What follows belongs to an exercise in optimizing a design on an open flow for small area, a short achievable clock period and few clock cycles per item; a production flow would make more cautious choices.
Function was checked by simulation only, so behaviour that the tests miss may differ from the original.
No activity file was given, so power comes from the tool's default toggle rates.

== v1 ==
==> flow/design.v (excerpt) <==
module DatapathPipelined (
  input         clk,
  input         rst,
  output [31:0] pc_to_imem,
  input  [31:0] inst_from_imem,
  output [31:0] addr_to_dmem,
  input  [31:0] load_data_from_dmem,
  output [31:0] store_data_to_dmem,
  output [ 3:0] store_we_to_dmem,
  output        halt,
  output [31:0] trace_writeback_pc,
  output [31:0] trace_writeback_inst
);
Size: about 8900 cells after synthesis, about 230 I/O pins, ~93000 µm² of cells after synthesis.
export LEC_CHECK = 0
export CAP_MARGIN = 30
export CELL_PAD_IN_SITES_DETAIL_PLACEMENT = 1
export CELL_PAD_IN_SITES_GLOBAL_PLACEMENT = 2
export CORE_MARGIN = 2
export CORE_UTILIZATION = 40
export CTS_CLUSTER_DIAMETER = 80
export CTS_CLUSTER_SIZE = 24
export PLACE_DENSITY = 0.55
export SLEW_MARGIN = 30
create_clock -name core_clock -period 20.0 [get_ports {clk}]
standard.sh (not shown) runs the stock make flow with config.mk's settings and CLKGATE_MAP_FILE= SYNTH_SCRIPT=/design/flow/synth_recipe.tcl, a recipe that flattens the netlist after the stock synthesis.
==> flow/flow/run.sh <==
#!/bin/bash
# Standard ORFS layout (the standard.sh, standard synthesis), with the
# timing repair steps asked for extra setup slack so that they also shorten
# the achieved clock period. Constraints and clock period are unchanged.
# Gate cloning is skipped: a cloned driver was left over its slew limit.
# Ports are buffered with buf_2 cells; the clock tree uses small clock buffers.
set -euo pipefail
bash standard.sh SETUP_SLACK_MARGIN=14.25 SKIP_GATE_CLONING=1 TNS_END_PERCENT=100 \
  "BUFFER_PORTS_ARGS=-buffer_cell sky130_fd_sc_hd__buf_2" \
  "CTS_BUF_LIST=sky130_fd_sc_hd__clkbuf_8 sky130_fd_sc_hd__clkbuf_16" finish > flow_make.log 2>&1
Testbench counts of v1, summed over its fixed seeds: cycles 218,843, instrs 148,298.
Edits applied to the flow inputs when going from v1 to v11:
# v1
export LEC_CHECK = 0
export CAP_MARGIN = 30
export CELL_PAD_IN_SITES_DETAIL_PLACEMENT = 1
export CELL_PAD_IN_SITES_GLOBAL_PLACEMENT = 2
export CORE_MARGIN = 2
export CORE_UTILIZATION = 40
export CTS_CLUSTER_DIAMETER = 80
export CTS_CLUSTER_SIZE = 24
export PLACE_DENSITY = 0.55
export SLEW_MARGIN = 30
create_clock -name core_clock -period 20.0 [get_ports {clk}]
# v11
export LEC_CHECK = 0
export CAP_MARGIN = 20
export CELL_PAD_IN_SITES_DETAIL_PLACEMENT = 1
export CELL_PAD_IN_SITES_GLOBAL_PLACEMENT = 2
export CORE_MARGIN = 2
export CORE_UTILIZATION = 30
export PLACE_DENSITY = 0.5
export SLEW_MARGIN = 20
create_clock -name core_clock -period 20.0 [get_ports {clk}]
==> flow/flow/run.sh <==
#!/bin/bash
# Standard ORFS layout (the standard.sh, standard synthesis), with the
# timing repair steps asked for extra setup slack so that they also shorten
# the achieved clock period. Constraints and clock period are unchanged.
# Gate cloning is skipped: a cloned driver was left over its slew limit.
set -euo pipefail
MARGIN=15
bash standard.sh SETUP_SLACK_MARGIN=$MARGIN SKIP_GATE_CLONING=1 finish > flow_make.log 2>&1
--- outcome ---
- Min first-pass iteration count of the detailed router across v1 and v11: v11
- Effective utilization at floorplan, v1 and v11: smaller value in v11
- Count of plain and timing-repair buffers in the layout: v11 vs v1 up 336
- Going from v1 to v11, number of resized instances in the post-cts repair step increased 1297, count of clock-buffer cells in the layout increased 140%.
- Synthesis-to-finish area growth: v11 > v1
diff inputs: v11 => v53
# v11
export LEC_CHECK = 0
export CAP_MARGIN = 20
export CELL_PAD_IN_SITES_DETAIL_PLACEMENT = 1
export CELL_PAD_IN_SITES_GLOBAL_PLACEMENT = 2
export CORE_MARGIN = 2
export CORE_UTILIZATION = 30
export PLACE_DENSITY = 0.5
export SLEW_MARGIN = 20
create_clock -name core_clock -period 20.0 [get_ports {clk}]
# v53
export LEC_CHECK = 0
export CAP_MARGIN = 30
export CELL_PAD_IN_SITES_DETAIL_PLACEMENT = 0
export CELL_PAD_IN_SITES_GLOBAL_PLACEMENT = 1
export CORE_MARGIN = 2
export CORE_UTILIZATION = 45
export CTS_CLUSTER_DIAMETER = 80
export CTS_CLUSTER_SIZE = 24
export PLACE_DENSITY = 0.6
export SLEW_MARGIN = 30
create_clock -name core_clock -period 20.0 [get_ports {clk}]
==> flow/flow/run.sh <==
#!/bin/bash
# Standard ORFS layout (the standard.sh, standard synthesis), with the
# timing repair steps asked for extra setup slack so that they also shorten
# the achieved clock period. Constraints and clock period are unchanged.
# Gate cloning is skipped: a cloned driver was left over its slew limit.
# Ports are buffered with buf_2 cells; the clock tree uses small clock buffers.
set -euo pipefail
bash standard.sh SETUP_SLACK_MARGIN=14 SKIP_GATE_CLONING=1 TNS_END_PERCENT=100 \
  "BUFFER_PORTS_ARGS=-buffer_cell sky130_fd_sc_hd__buf_2" \
  "CTS_BUF_LIST=sky130_fd_sc_hd__clkbuf_8 sky130_fd_sc_hd__clkbuf_16" finish > flow_make.log 2>&1
--- outcome ---
For the final critical-path share of the clock period, v53 came in 0.88 points higher than v11 did.
Clock-buffer cell count (lower): v53
v53: no failed stages, no open violations at the end
v53 vs v11: total global-route track usage up
v53 and v11 ended up with nearly the same combinational power share.
> inputs changed (v53 -> v34)
# v53
export LEC_CHECK = 0
export CAP_MARGIN = 30
export CELL_PAD_IN_SITES_DETAIL_PLACEMENT = 0
export CELL_PAD_IN_SITES_GLOBAL_PLACEMENT = 1
export CORE_MARGIN = 2
export CORE_UTILIZATION = 45
export CTS_CLUSTER_DIAMETER = 80
export CTS_CLUSTER_SIZE = 24
export PLACE_DENSITY = 0.6
export SLEW_MARGIN = 30
create_clock -name core_clock -period 20.0 [get_ports {clk}]
# v34
export LEC_CHECK = 0
export CAP_MARGIN = 20
export CELL_PAD_IN_SITES_DETAIL_PLACEMENT = 1
export CELL_PAD_IN_SITES_GLOBAL_PLACEMENT = 2
export CORE_MARGIN = 2
export CORE_UTILIZATION = 30
export PLACE_DENSITY = 0.5
export SLEW_MARGIN = 20
create_clock -name core_clock -period 20.0 [get_ports {clk}]
diff --git a/flow/flow/run.sh b/flow/flow/run.sh
--- a/flow/flow/run.sh
+++ b/flow/flow/run.sh
@@ -8,3 +8,3 @@
 bash standard.sh SETUP_SLACK_MARGIN=14 SKIP_GATE_CLONING=1 TNS_END_PERCENT=100 \
   "BUFFER_PORTS_ARGS=-buffer_cell sky130_fd_sc_hd__buf_2" \
-  "CTS_BUF_LIST=sky130_fd_sc_hd__clkbuf_8 sky130_fd_sc_hd__clkbuf_16" finish > flow_make.log 2>&1
+  "CTS_BUF_LIST=sky130_fd_sc_hd__clkbuf_4 sky130_fd_sc_hd__clkbuf_8" finish > flow_make.log 2>&1
Results
v34 ran to completion and came out clean on the timing, DRC and antenna checks. Between v34 and v53, it is v34 whose setup slack is higher, by 0.096 ns. Global routing usage on met2 is higher on v53. v34 vs v53: part of the power in combinational logic down. The higher layout overhead on the synthesized area of v34 and v53 is in v34.

---

DatapathPipelined again, from the RTL that the note above started with.
## DatapathPipelined
module DatapathPipelined (
  input         clk,
  input         rst,
  output [31:0] pc_to_imem,
  input  [31:0] inst_from_imem,
  output [31:0] addr_to_dmem,
  input  [31:0] load_data_from_dmem,
  output [31:0] store_data_to_dmem,
  output [ 3:0] store_we_to_dmem,
  output        halt,
  output [31:0] trace_writeback_pc,
  output [31:0] trace_writeback_inst
);
  reg  [31:2] f_pc;
  reg         d_valid;
  reg  [31:2] d_pc;
  reg  [31:0] d_inst;
  reg         x_valid;
  reg  [31:2] x_pc;
  reg  [31:0] x_inst;
  reg  [31:0] x_a, x_b, x_sd;
  reg         x_cin;
  reg  [ 4:0] x_rd;
  reg  [ 2:0] x_f3;
  reg         x_wr, x_load, x_store, x_br, x_pred, x_jalr, x_halt, x_md;
  reg         x_sel_add, x_sel_slt, x_sel_xor, x_sel_or, x_sel_and;
  reg         x_sel_sll, x_sel_sr, x_sel_link, x_sra;
  reg         m_wr, m_load, m_md;
  reg  [ 4:0] m_rd;
  reg  [ 2:0] m_f3;
  reg  [31:0] m_res, m_sd;
  reg  [ 3:0] m_we;
  reg         w_wr, w_load;
  reg  [ 4:0] w_rd;
  reg  [ 2:0] w_f3;
  reg  [ 1:0] w_off;
  reg  [31:0] w_reg;
  wire [31:0] md_res;
  wire [31:0] m_fwd = m_md ? md_res : m_res;
  reg  [31:0] w_ld;
  always @(*) begin
    case (w_f3[1:0])
      2'b00: begin
        case (w_off)
          2'd0: w_ld[7:0] = w_reg[7:0];
          2'd1: w_ld[7:0] = w_reg[15:8];
          2'd2: w_ld[7:0] = w_reg[23:16];
          default: w_ld[7:0] = w_reg[31:24];
        endcase
        w_ld[31:8] = {24{~w_f3[2] & w_ld[7]}};
      end
      2'b01: begin
        w_ld[15:0] = w_off[1] ? w_reg[31:16] : w_reg[15:0];
        w_ld[31:16] = {16{~w_f3[2] & w_ld[15]}};
      end
      default: w_ld = w_reg;
    endcase
  end
  ...
clock: 20.0 ns
lec_check: 0
cap_margin: 30
cell_pad_in_sites_detail_placement: 1
cell_pad_in_sites_global_placement: 2
core_margin: 2
core_utilization: 45
cts_cluster_diameter: 80
cts_cluster_size: 24
place_density: 0.7
slew_margin: 30
==> flow/flow/run.sh <==
#!/bin/bash
# Standard ORFS layout (the standard.sh, standard synthesis), with the
# timing repair steps asked for extra setup slack so that they also shorten
# the achieved clock period. Constraints and clock period are unchanged.
# Gate cloning is skipped: a cloned driver was left over its slew limit.
# Ports are buffered with buf_2 cells; the clock tree uses small clock buffers.
set -euo pipefail
bash standard.sh SETUP_SLACK_MARGIN=14 SKIP_GATE_CLONING=1 TNS_END_PERCENT=100 \
  "BUFFER_PORTS_ARGS=-buffer_cell sky130_fd_sc_hd__buf_2" \
  "CTS_BUF_LIST=sky130_fd_sc_hd__clkbuf_8 sky130_fd_sc_hd__clkbuf_16" finish > flow_make.log 2>&1
Testbench counts at the start, summed over its fixed seeds: cycles 218,843, instrs 148,298.
Change:
--- a/flow/flow/run.sh
+++ b/flow/flow/run.sh
@@ -6,5 +6,5 @@
 # Ports are buffered with buf_2 cells; the clock tree uses small clock buffers.
 set -euo pipefail
-bash standard.sh SETUP_SLACK_MARGIN=14 SKIP_GATE_CLONING=1 TNS_END_PERCENT=100 \
+bash standard.sh SETUP_SLACK_MARGIN=13.75 SKIP_GATE_CLONING=1 TNS_END_PERCENT=100 \
   "BUFFER_PORTS_ARGS=-buffer_cell sky130_fd_sc_hd__buf_2" \
   "CTS_BUF_LIST=sky130_fd_sc_hd__clkbuf_8 sky130_fd_sc_hd__clkbuf_16" finish > flow_make.log 2>&1
PLACE_DENSITY = 0.6   (was 0.7)
What happened: The new run finished with timing, DRC and antenna clean. Hold slack loses 27 ps. Die area is unchanged. Via count decreases by 0.59%. Cell count drops by 0.55%. Combinational power shrinks by about 5%. Power falls by about 2.3%. Critical path depth came out higher by 6. Routed wire length goes down by about 0.9%. Cell area decreases by about 0.8%. Maximum frequency went down by about 4%.
Change:
--- a/flow/flow/run.sh
+++ b/flow/flow/run.sh
@@ -6,5 +6,5 @@
 # Ports are buffered with buf_2 cells; the clock tree uses small clock buffers.
 set -euo pipefail
-bash standard.sh SETUP_SLACK_MARGIN=13.75 SKIP_GATE_CLONING=1 TNS_END_PERCENT=100 \
+bash standard.sh SETUP_SLACK_MARGIN=14 SKIP_GATE_CLONING=1 TNS_END_PERCENT=100 \
   "BUFFER_PORTS_ARGS=-buffer_cell sky130_fd_sc_hd__buf_2" \
   "CTS_BUF_LIST=sky130_fd_sc_hd__clkbuf_8 sky130_fd_sc_hd__clkbuf_16" finish > flow_make.log 2>&1
ABC_AREA = 1   (was unset)
CORE_UTILIZATION = 40   (was 45)
PLACE_DENSITY = 0.55   (was 0.6)
What happened: The changed run finished clean; power rises by 1.8%; maximum frequency rises by 3.6%; synthesized area falls by 0.61%; wire length rises by 2.4%; final cell count rises by 18%; via count rises by 3.1%; clock skew rises by 77 ps; worst setup slack improved by 220 ps; final area rises by 2.8%.
Change:
--- a/flow/flow/run.sh
+++ b/flow/flow/run.sh
@@ -6,5 +6,5 @@
 # Ports are buffered with buf_2 cells; the clock tree uses small clock buffers.
 set -euo pipefail
-bash standard.sh SETUP_SLACK_MARGIN=14 SKIP_GATE_CLONING=1 TNS_END_PERCENT=100 \
+bash standard.sh SETUP_SLACK_MARGIN=14.1 SKIP_GATE_CLONING=1 TNS_END_PERCENT=100 \
   "BUFFER_PORTS_ARGS=-buffer_cell sky130_fd_sc_hd__buf_2" \
   "CTS_BUF_LIST=sky130_fd_sc_hd__clkbuf_8 sky130_fd_sc_hd__clkbuf_16" finish > flow_make.log 2>&1
ABC_AREA = unset   (was 1)
CELL_PAD_IN_SITES_DETAIL_PLACEMENT = 0   (was 1)
CELL_PAD_IN_SITES_GLOBAL_PLACEMENT = 1   (was 2)
CORE_UTILIZATION = 45   (was 40)
PLACE_DENSITY = 0.6   (was 0.55)
- The new run ran to the end with no violations
- power fell by 0.69%
- critical path depth went up by 2
- via count falls by about 6%
- setup slack improved by 74 ps
- worst hold slack degrades by 17 ps

-- what the ideal ports hide --
In the flow no input, the clock included, has a driving cell. The finished layouts below were timed again as built, in two steps.
Step 1 sets driving cells, clkbuf_16 on the clock port and buf_2 on the other inputs (assumed; they add their load-dependent delay and slew).
Step 2 adds t to the input delays and takes it off the output delays; t is the mean of the earliest and latest rising clock arrival at the registers after step 1. Input paths then give back, and output paths get back, about the clock's delay inside the block.
Three values: no drivers, after step 1, after step 2; two values: the first two.
run | t, ns | slack for setup (ns) | worst data-port slew with drivers (ns)
v1 | 0.921 | 14.061 / 14.061 / 13.902 | 0.19
v11 | 0.981 | 14.138 / 14.138 / 13.747 | 0.30
v53 | 0.920 | 13.962 / 13.881 / 13.978 | 0.07
v34 | 1.118 | 14.058 / 13.952 / 13.825 | 0.21
the first run of note 2 | 0.912 | 13.949 / 13.949 / 13.949 | 0.06
the second run of note 2 | 0.915 | 13.703 / 13.703 / 13.703 | 0.05
the third run of note 2 | 0.912 | 13.922 / 13.922 / 13.889 | 0.19
the fourth run of note 2 | 0.879 | 13.996 / 13.983 / 13.764 | 0.10
After both steps setup and hold are still met in every run listed. For v11, which loses most, drivers alone change the setup slack by 0.000 ns; drivers and shift together by -0.391 ns.
